What follows belongs to an exercise in optimizing a design on an open flow for small area, a short achievable clock period and few clock cycles per item; a production flow would make more cautious choices.
Where RTL was checked, it was by simulation tests only, not by an equivalence proof against the original.

## the reference run
// bubble_sort_unit
module bubble_sort_unit(
    input wire       CLK,
    input wire       RST,
    input wire       start_i,
    input wire  [8-1:0] in_data0_i,
    input wire  [8-1:0] in_data1_i,
    input wire  [8-1:0] in_data2_i,
    input wire  [8-1:0] in_data3_i,
    input wire  [8-1:0] in_data4_i,
    input wire  [8-1:0] in_data5_i,
    input wire  [8-1:0] in_data6_i,
    input wire  [8-1:0] in_data7_i,
    input wire  [8-1:0] in_data8_i,
    output wire [8-1:0] out_data0_o,
    output wire [8-1:0] out_data1_o,
    output wire [8-1:0] out_data2_o,
    output wire [8-1:0] out_data3_o,
    output wire [8-1:0] out_data4_o,
    output wire [8-1:0] out_data5_o,
    output wire [8-1:0] out_data6_o,
    output wire [8-1:0] out_data7_o,
    output wire [8-1:0] out_data8_o,
    output wire valid_o
);
    localparam W = 8;
    localparam IDLE = 2'd0;
    localparam SORT = 2'd1;
    localparam DONE = 2'd2;
    reg [1:0] state_r;
    reg       phase_r;
    reg [W-1:0] d_r [0:8];
    wire load_w = (state_r == IDLE);
    wire [W-1:0] in_w [0:8];
    assign in_w[0] = in_data0_i;
    assign in_w[1] = in_data1_i;
    assign in_w[2] = in_data2_i;
    assign in_w[3] = in_data3_i;
    assign in_w[4] = in_data4_i;
    assign in_w[5] = in_data5_i;
    assign in_w[6] = in_data6_i;
    assign in_w[7] = in_data7_i;
    assign in_w[8] = in_data8_i;
    wire [7:0] gt_w;
    wire [8:0] take_r_w, take_l_w;
    genvar i;
  ...
==> module bubble_sort_unit, before the edit <==
module bubble_sort_unit(
    input wire       CLK,
    input wire       RST,
    input wire       start_i,
    input wire  [8-1:0] in_data0_i,
    input wire  [8-1:0] in_data1_i,
    input wire  [8-1:0] in_data2_i,
    input wire  [8-1:0] in_data3_i,
    input wire  [8-1:0] in_data4_i,
    input wire  [8-1:0] in_data5_i,
    input wire  [8-1:0] in_data6_i,
    input wire  [8-1:0] in_data7_i,
    input wire  [8-1:0] in_data8_i,
    output wire [8-1:0] out_data0_o,
    output wire [8-1:0] out_data1_o,
    output wire [8-1:0] out_data2_o,
    output wire [8-1:0] out_data3_o,
    output wire [8-1:0] out_data4_o,
    output wire [8-1:0] out_data5_o,
    output wire [8-1:0] out_data6_o,
    output wire [8-1:0] out_data7_o,
    output wire [8-1:0] out_data8_o,
    output wire valid_o
);
    localparam W = 8;
    localparam IDLE = 2'd0;
    localparam SORT = 2'd1;
    localparam DONE = 2'd2;
    reg [1:0] state_r;
    reg       phase_r;
    reg [W-1:0] d_r [0:8];
    wire load_w = (state_r == IDLE);
    wire [W-1:0] in_w [0:8];
    assign in_w[0] = in_data0_i;
    assign in_w[1] = in_data1_i;
    assign in_w[2] = in_data2_i;
    assign in_w[3] = in_data3_i;
    assign in_w[4] = in_data4_i;
    assign in_w[5] = in_data5_i;
    assign in_w[6] = in_data6_i;
    assign in_w[7] = in_data7_i;
    assign in_w[8] = in_data8_i;
    wire [7:0] gt_w;
    wire [8:0] take_r_w, take_l_w;
    genvar i;
    generate
        for (i = 0; i < 8; i = i + 1) begin : cmp
            assign gt_w[i] = d_r[i] > d_r[i+1];
            assign take_r_w[i]   = gt_w[i] & (phase_r == i[0]);
            assign take_l_w[i+1] = gt_w[i] & (phase_r == i[0]);
        end
        assign take_r_w[8] = 1'b0;
        assign take_l_w[0] = 1'b0;
        for (i = 0; i < 9; i = i + 1) begin : regs
            always @(posedge CLK) begin
                if (load_w)
                    d_r[i] <= in_w[i];
                else if (take_r_w[i])
                    d_r[i] <= d_r[(i+1) % 9];
                else if (take_l_w[i])
                    d_r[i] <= d_r[(i+8) % 9];
            end
        end
    endgenerate
    wire sorted_w = ~|gt_w;
    always @(posedge CLK or negedge RST) begin
        if (!RST) begin
            state_r <= IDLE;
            phase_r <= 1'b0;
        end else begin
            case (state_r)
                IDLE: begin
                    phase_r <= 1'b0;
                    if (start_i) state_r <= SORT;
                end
                SORT: begin
                    phase_r <= ~phase_r;
                    if (sorted_w) state_r <= DONE;
                end
                default: begin
                    if (!start_i) state_r <= IDLE;
                end
            endcase
        end
    end
    assign valid_o = (state_r == DONE);
    assign out_data0_o = d_r[0];
    assign out_data1_o = d_r[1];
    assign out_data2_o = d_r[2];
    assign out_data3_o = d_r[3];
    assign out_data4_o = d_r[4];
    assign out_data5_o = d_r[5];
    assign out_data6_o = d_r[6];
    assign out_data7_o = d_r[7];
    assign out_data8_o = d_r[8];
endmodule
export LEC_CHECK = 0
export CAP_MARGIN = 20
export CORE_MARGIN = 2
export CORE_UTILIZATION = 40
export SLEW_MARGIN = 20
create_clock -name core_clock -period 5.0 [get_ports {CLK}]
run.sh (not shown) runs the stock make flow with config.mk's settings and CLKGATE_MAP_FILE= SYNTH_SCRIPT=/design/flow/synth_recipe.tcl, a recipe that flattens the netlist after the stock synthesis.
Testbench counts of the reference run, summed over its fixed seeds: cycles 26,749, items 2,400.
[inputs] the trial run vs the reference run
diff --git a/flow/design.v b/flow/design.v
--- a/flow/design.v
+++ b/flow/design.v
@@ -26,9 +26,9 @@
     localparam IDLE = 2'd0;
     localparam SORT = 2'd1;
     localparam DONE = 2'd2;
     reg [1:0] state_r;
-    reg       phase_r;
+    reg [1:0] pass_r;
     reg [W-1:0] d_r [0:8];
     wire load_w = (state_r == IDLE);
     wire [W-1:0] in_w [0:8];
     assign in_w[0] = in_data0_i;
@@ -39,44 +39,48 @@
     assign in_w[5] = in_data5_i;
     assign in_w[6] = in_data6_i;
     assign in_w[7] = in_data7_i;
     assign in_w[8] = in_data8_i;
-    wire [7:0] gt_w;
-    wire [8:0] take_r_w, take_l_w;
+    wire [W-1:0] a_w [0:8];
+    wire [W-1:0] m_w [0:8];
+    wire [W-1:0] b_w [0:8];
+    wire [3:0]   swap_b_w;
     genvar i;
     generate
-        for (i = 0; i < 8; i = i + 1) begin : cmp
-            assign gt_w[i] = d_r[i] > d_r[i+1];
-            assign take_r_w[i]   = gt_w[i] & (phase_r == i[0]);
-            assign take_l_w[i+1] = gt_w[i] & (phase_r == i[0]);
+        for (i = 0; i < 8; i = i + 2) begin : layer_a
+            wire s = d_r[i] > d_r[i+1];
+            assign a_w[i]   = s ? d_r[i+1] : d_r[i];
+            assign a_w[i+1] = s ? d_r[i]   : d_r[i+1];
         end
-        assign take_r_w[8] = 1'b0;
-        assign take_l_w[0] = 1'b0;
+        assign a_w[8] = d_r[8];
+        for (i = 0; i < 9; i = i + 1) begin : sel
+            assign m_w[i] = load_w ? in_w[i] : a_w[i];
+        end
+        assign b_w[0] = m_w[0];
+        for (i = 1; i < 9; i = i + 2) begin : layer_b
+            wire s = m_w[i] > m_w[i+1];
+            assign swap_b_w[i/2] = s;
+            assign b_w[i]   = s ? m_w[i+1] : m_w[i];
+            assign b_w[i+1] = s ? m_w[i]   : m_w[i+1];
+        end
         for (i = 0; i < 9; i = i + 1) begin : regs
-            always @(posedge CLK) begin
-                if (load_w)
-                    d_r[i] <= in_w[i];
-                else if (take_r_w[i])
-                    d_r[i] <= d_r[(i+1) % 9];
-                else if (take_l_w[i])
-                    d_r[i] <= d_r[(i+8) % 9];
-            end
+            always @(posedge CLK) d_r[i] <= b_w[i];
         end
     endgenerate
-    wire sorted_w = ~|gt_w;
+    wire sorted_w = ~|swap_b_w;
     always @(posedge CLK or negedge RST) begin
         if (!RST) begin
             state_r <= IDLE;
-            phase_r <= 1'b0;
+            pass_r  <= 2'd0;
         end else begin
             case (state_r)
                 IDLE: begin
-                    phase_r <= 1'b0;
+                    pass_r <= 2'd0;
                     if (start_i) state_r <= SORT;
                 end
                 SORT: begin
-                    phase_r <= ~phase_r;
-                    if (sorted_w) state_r <= DONE;
+                    pass_r <= pass_r + 2'd1;
+                    if (sorted_w || pass_r == 2'd3) state_r <= DONE;
                 end
                 default: begin
                     if (!start_i) state_r <= IDLE;
                 end
Findings:
[the trial run vs the reference run] number of buffers and inverters on the critical path: higher in the trial run. The lower proportion of cell area spent on the clock network came out of the trial run. The trial run vs. the reference run: routed length on met1 saw an increase, inserted tap cell count saw an increase, die area saw an increase. Measured against each other, the reference run and the trial run differ in global-route usage, the higher figure coming from the reference run. Sort the reference run and the trial run by clock-buffer cell count desc -> top: the trial run. Sequential share of layout area down 11 points in the trial run wrt the reference run. Compared to the reference run, the trial run has area of all placed cells without fillers 11% higher. In the reports, the flip-flop count of the trial run exceeds that of the reference run. The fraction of met2 tracks used by global routing in the trial run sits 0.67 points below the value recorded for the reference run.
Function not checked in the trial run: the RTL went through the layout flow alone.

---

Another version of the RTL of bubble_sort_unit (not shown whole).
Size: about 620 cells after synthesis, roughly 82 flip-flops.
==> module bubble_sort_unit, before the edit <==
module bubble_sort_unit(
    input wire       CLK,
    input wire       RST,
    input wire       start_i,
    input wire  [8-1:0] in_data0_i,
    input wire  [8-1:0] in_data1_i,
    input wire  [8-1:0] in_data2_i,
    input wire  [8-1:0] in_data3_i,
    input wire  [8-1:0] in_data4_i,
    input wire  [8-1:0] in_data5_i,
    input wire  [8-1:0] in_data6_i,
    input wire  [8-1:0] in_data7_i,
    input wire  [8-1:0] in_data8_i,
    output wire [8-1:0] out_data0_o,
    output wire [8-1:0] out_data1_o,
    output wire [8-1:0] out_data2_o,
    output wire [8-1:0] out_data3_o,
    output wire [8-1:0] out_data4_o,
    output wire [8-1:0] out_data5_o,
    output wire [8-1:0] out_data6_o,
    output wire [8-1:0] out_data7_o,
    output wire [8-1:0] out_data8_o,
    output wire valid_o
);
    localparam W = 8;
    reg         busy_r;
    reg         phase_r;
    reg [W-1:0] d_r [0:8];
    reg [7:0]   gt_r;
    wire [W-1:0] in_w [0:8];
    assign in_w[0] = in_data0_i;
    assign in_w[1] = in_data1_i;
    assign in_w[2] = in_data2_i;
    assign in_w[3] = in_data3_i;
    assign in_w[4] = in_data4_i;
    assign in_w[5] = in_data5_i;
    assign in_w[6] = in_data6_i;
    assign in_w[7] = in_data7_i;
    assign in_w[8] = in_data8_i;
    wire [8:0]   take_r_w, take_l_w;
    wire [W-1:0] nx_w [0:8];
    function automatic gt8(input [7:0] a, input [7:0] b);
        reg [7:0] g1, e1;
        reg [3:0] g2, e2;
        reg [1:0] g3, e3;
        integer n;
        begin
            g1 = a & ~b;
            e1 = ~(a ^ b);
            for (n = 0; n < 4; n = n + 1) begin
                g2[n] = g1[2*n+1] | (e1[2*n+1] & g1[2*n]);
                e2[n] = e1[2*n+1] & e1[2*n];
            end
            for (n = 0; n < 2; n = n + 1) begin
                g3[n] = g2[2*n+1] | (e2[2*n+1] & g2[2*n]);
                e3[n] = e2[2*n+1] & e2[2*n];
            end
            gt8 = g3[1] | (e3[1] & g3[0]);
        end
    endfunction
    genvar i;
    generate
        for (i = 0; i < 8; i = i + 1) begin : sw
            assign take_r_w[i]   = gt_r[i] & (phase_r == i[0]);
            assign take_l_w[i+1] = gt_r[i] & (phase_r == i[0]);
        end
        assign take_r_w[8] = 1'b0;
        assign take_l_w[0] = 1'b0;
        for (i = 0; i < 9; i = i + 1) begin : regs
            wire s_in = ~busy_r;
            wire s_r  = busy_r & take_r_w[i];
            wire s_l  = busy_r & take_l_w[i];
            wire s_h  = busy_r & ~take_r_w[i] & ~take_l_w[i];
            assign nx_w[i] = ({W{s_in}} & in_w[i])
                           | ({W{s_r}}  & d_r[(i+1) % 9])
                           | ({W{s_l}}  & d_r[(i+8) % 9])
                           | ({W{s_h}}  & d_r[i]);
            always @(posedge CLK) d_r[i] <= nx_w[i];
        end
        for (i = 0; i < 8; i = i + 1) begin : cmp
            always @(posedge CLK) gt_r[i] <= gt8(nx_w[i], nx_w[i+1]);
        end
    endgenerate
    always @(posedge CLK or negedge RST) begin
        if (!RST) begin
            busy_r  <= 1'b0;
            phase_r <= 1'b0;
        end else begin
            busy_r  <= start_i;
            phase_r <= busy_r & ~phase_r;
        end
    end
    assign valid_o = busy_r & ~|gt_r;
    assign out_data0_o = d_r[0];
    assign out_data1_o = d_r[1];
    assign out_data2_o = d_r[2];
    assign out_data3_o = d_r[3];
    assign out_data4_o = d_r[4];
    assign out_data5_o = d_r[5];
    assign out_data6_o = d_r[6];
    assign out_data7_o = d_r[7];
    assign out_data8_o = d_r[8];
endmodule
export LEC_CHECK = 0
export CAP_MARGIN = 20
export CORE_MARGIN = 2
export CORE_UTILIZATION = 40
export SETUP_SLACK_MARGIN = 2.6
export SLEW_MARGIN = 20
create_clock -name core_clock -period 5.0 [get_ports {CLK}]
standard.sh (not shown) runs the stock make flow with config.mk's settings and CLKGATE_MAP_FILE= SYNTH_SCRIPT=/design/flow/synth_recipe.tcl, a recipe that flattens the netlist after the stock synthesis.
==> flow/flow/run.sh <==
#!/bin/bash
# The standard layout, with the port buffers made from the smallest buffer cell.
set -euo pipefail
bash standard.sh 'BUFFER_PORTS_ARGS=-buffer_cell sky130_fd_sc_hd__buf_1' finish > standard_flow.log 2>&1
Testbench counts at the start, summed over its fixed seeds: cycles 24,349, items 2,400.
Edit:
--- a/flow/design.v
+++ b/flow/design.v
@@ -64,20 +64,16 @@
             assign take_r_w[i]   = gt_r[i] & (phase_r == i[0]);
             assign take_l_w[i+1] = gt_r[i] & (phase_r == i[0]);
         end
         assign take_r_w[8] = 1'b0;
         assign take_l_w[0] = 1'b0;
         for (i = 0; i < 9; i = i + 1) begin : regs
-            wire s_in = ~busy_r;
-            wire s_r  = busy_r & take_r_w[i];
-            wire s_l  = busy_r & take_l_w[i];
-            wire s_h  = busy_r & ~take_r_w[i] & ~take_l_w[i];
-            assign nx_w[i] = ({W{s_in}} & in_w[i])
-                           | ({W{s_r}}  & d_r[(i+1) % 9])
-                           | ({W{s_l}}  & d_r[(i+8) % 9])
-                           | ({W{s_h}}  & d_r[i]);
+            assign nx_w[i] = !busy_r      ? in_w[i] :
+                             take_r_w[i]  ? d_r[(i+1) % 9] :
+                             take_l_w[i]  ? d_r[(i+8) % 9] :
+                                            d_r[i];
             always @(posedge CLK) d_r[i] <= nx_w[i];
         end
         for (i = 0; i < 8; i = i + 1) begin : cmp
             always @(posedge CLK) gt_r[i] <= gt8(nx_w[i], nx_w[i+1]);
         end
     endgenerate
Effect: The new run went through all stages and came out clean; global-route usage fell by 6.0 points; area after synthesis rose by about 16%; design area rose by 0.60%; wire length fell by 11%; synthesized cell count rose by about 6%; worst setup slack is better by 0.0057 ns; sequential cell count is unchanged; first-iteration DRC count fell by about 56%.
Only the layout flow was run in the second run of this note; the RTL was not checked for function there.

---

bubble_sort_unit, a different RTL version from the one above (not shown whole).
Size in the first run: about 82 flip-flops.
==> module bubble_sort_unit, before the edit <==
module bubble_sort_unit(
    input wire       CLK,
    input wire       RST,
    input wire       start_i,
    input wire  [8-1:0] in_data0_i,
    input wire  [8-1:0] in_data1_i,
    input wire  [8-1:0] in_data2_i,
    input wire  [8-1:0] in_data3_i,
    input wire  [8-1:0] in_data4_i,
    input wire  [8-1:0] in_data5_i,
    input wire  [8-1:0] in_data6_i,
    input wire  [8-1:0] in_data7_i,
    input wire  [8-1:0] in_data8_i,
    output wire [8-1:0] out_data0_o,
    output wire [8-1:0] out_data1_o,
    output wire [8-1:0] out_data2_o,
    output wire [8-1:0] out_data3_o,
    output wire [8-1:0] out_data4_o,
    output wire [8-1:0] out_data5_o,
    output wire [8-1:0] out_data6_o,
    output wire [8-1:0] out_data7_o,
    output wire [8-1:0] out_data8_o,
    output wire valid_o
);
    localparam W = 8;
    reg         busy_r;
    reg         phase_r;
    reg [W-1:0] d_r [0:8];
    reg [7:0]   gt_r;
    wire [W-1:0] in_w [0:8];
    assign in_w[0] = in_data0_i;
    assign in_w[1] = in_data1_i;
    assign in_w[2] = in_data2_i;
    assign in_w[3] = in_data3_i;
    assign in_w[4] = in_data4_i;
    assign in_w[5] = in_data5_i;
    assign in_w[6] = in_data6_i;
    assign in_w[7] = in_data7_i;
    assign in_w[8] = in_data8_i;
    wire [8:0]   take_r_w, take_l_w;
    wire [W-1:0] nx_w [0:8];
    genvar i;
    generate
        for (i = 0; i < 8; i = i + 1) begin : sw
            assign take_r_w[i]   = gt_r[i] & (phase_r == i[0]);
            assign take_l_w[i+1] = gt_r[i] & (phase_r == i[0]);
        end
        assign take_r_w[8] = 1'b0;
        assign take_l_w[0] = 1'b0;
        for (i = 0; i < 9; i = i + 1) begin : regs
            assign nx_w[i] = !busy_r      ? in_w[i] :
                             take_r_w[i]  ? d_r[(i+1) % 9] :
                             take_l_w[i]  ? d_r[(i+8) % 9] :
                                            d_r[i];
            always @(posedge CLK) d_r[i] <= nx_w[i];
        end
        for (i = 0; i < 8; i = i + 1) begin : cmp
            always @(posedge CLK) gt_r[i] <= nx_w[i] > nx_w[i+1];
        end
    endgenerate
    always @(posedge CLK or negedge RST) begin
        if (!RST) begin
            busy_r  <= 1'b0;
            phase_r <= 1'b0;
        end else begin
            busy_r  <= start_i;
            phase_r <= busy_r & ~phase_r;
        end
    end
    assign valid_o = busy_r & ~|gt_r;
    assign out_data0_o = d_r[0];
    assign out_data1_o = d_r[1];
    assign out_data2_o = d_r[2];
    assign out_data3_o = d_r[3];
    assign out_data4_o = d_r[4];
    assign out_data5_o = d_r[5];
    assign out_data6_o = d_r[6];
    assign out_data7_o = d_r[7];
    assign out_data8_o = d_r[8];
endmodule
clock: 5.0 ns
lec_check: 0
cap_margin: 20
core_margin: 2
core_utilization: 40
slew_margin: 20
Scripts as last shown in full above: flow/flow/run.sh
Next try:
--- a/flow/design.v
+++ b/flow/design.v
@@ -37,27 +37,50 @@
     assign in_w[6] = in_data6_i;
     assign in_w[7] = in_data7_i;
     assign in_w[8] = in_data8_i;
     wire [8:0]   take_r_w, take_l_w;
     wire [W-1:0] nx_w [0:8];
+    function automatic gt8(input [7:0] a, input [7:0] b);
+        reg [7:0] g1, e1;
+        reg [3:0] g2, e2;
+        reg [1:0] g3, e3;
+        integer n;
+        begin
+            g1 = a & ~b;
+            e1 = ~(a ^ b);
+            for (n = 0; n < 4; n = n + 1) begin
+                g2[n] = g1[2*n+1] | (e1[2*n+1] & g1[2*n]);
+                e2[n] = e1[2*n+1] & e1[2*n];
+            end
+            for (n = 0; n < 2; n = n + 1) begin
+                g3[n] = g2[2*n+1] | (e2[2*n+1] & g2[2*n]);
+                e3[n] = e2[2*n+1] & e2[2*n];
+            end
+            gt8 = g3[1] | (e3[1] & g3[0]);
+        end
+    endfunction
     genvar i;
     generate
         for (i = 0; i < 8; i = i + 1) begin : sw
             assign take_r_w[i]   = gt_r[i] & (phase_r == i[0]);
             assign take_l_w[i+1] = gt_r[i] & (phase_r == i[0]);
         end
         assign take_r_w[8] = 1'b0;
         assign take_l_w[0] = 1'b0;
         for (i = 0; i < 9; i = i + 1) begin : regs
-            assign nx_w[i] = !busy_r      ? in_w[i] :
-                             take_r_w[i]  ? d_r[(i+1) % 9] :
-                             take_l_w[i]  ? d_r[(i+8) % 9] :
-                                            d_r[i];
+            wire s_in = ~busy_r;
+            wire s_r  = busy_r & take_r_w[i];
+            wire s_l  = busy_r & take_l_w[i];
+            wire s_h  = busy_r & ~take_r_w[i] & ~take_l_w[i];
+            assign nx_w[i] = ({W{s_in}} & in_w[i])
+                           | ({W{s_r}}  & d_r[(i+1) % 9])
+                           | ({W{s_l}}  & d_r[(i+8) % 9])
+                           | ({W{s_h}}  & d_r[i]);
             always @(posedge CLK) d_r[i] <= nx_w[i];
         end
         for (i = 0; i < 8; i = i + 1) begin : cmp
-            always @(posedge CLK) gt_r[i] <= nx_w[i] > nx_w[i+1];
+            always @(posedge CLK) gt_r[i] <= gt8(nx_w[i], nx_w[i+1]);
         end
     endgenerate
     always @(posedge CLK or negedge RST) begin
         if (!RST) begin
             busy_r  <= 1'b0;
The changed run ran to the end with no violations.
Final area fell by about 18%.
Routed wire length goes down by about 1.6%.
Die area falls by 21%.
Core utilization increases by 1.4 points.
Cell count fell by about 13%.
Flip-flop and latch count is unchanged.
Via count falls by 4.7%.
Worst setup slack is better by 11 ps.
Non-clock buffer count stays the same.
Hold slack is about the same.
Count of clock-buffer cells in the layout rises by 1.
Testbench counts after the change, summed over its fixed seeds: cycles 24,349, items 2,400.
For the first run of this note, only the layout was checked, not whether the RTL still works.

afterwards: timing with drivers on the ports:
Ports are ideal in the flow. The routed layouts listed here were re-timed in OpenROAD. Step 1 assumes that a clkbuf_16 drives the clock port and a buf_2 every other input. Step 2 moves the port delays by t, midway between the first and last clock arrival at a register: inputs arrive t later, outputs are due t later. That takes back most of the time a late clock gives input paths. Three values: no drivers, after step 1, after step 2; two values: the first two.
| run | t, ns | setup WS [ns] | clock arrival spread, ns |
|---|---|---|---|
| the reference run | 0.384 | 2.072 / 2.072 / 2.072 | 0.008 / 0.008 |
| the trial run | 0.388 | 0.555 / 0.555 / 0.555 | 0.009 / 0.009 |
| the first run of note 2 | 0.385 | 2.565 / 2.565 / 2.391 | 0.006 / 0.006 |
| the second run of note 2 | 0.383 | 2.570 / 2.525 / 2.571 | 0.007 / 0.007 |
| the first run of note 3 | 0.384 | 1.769 / 1.769 / 1.769 | 0.009 / 0.009 |
| the second run of note 3 | 0.385 | 1.780 / 1.780 / 1.780 | 0.008 / 0.008 |
After both steps every run listed still meets setup and hold. The setup slack of the first run of note 2, which loses most, moves by 0.000 ns with the drivers and by -0.174 ns with both steps.
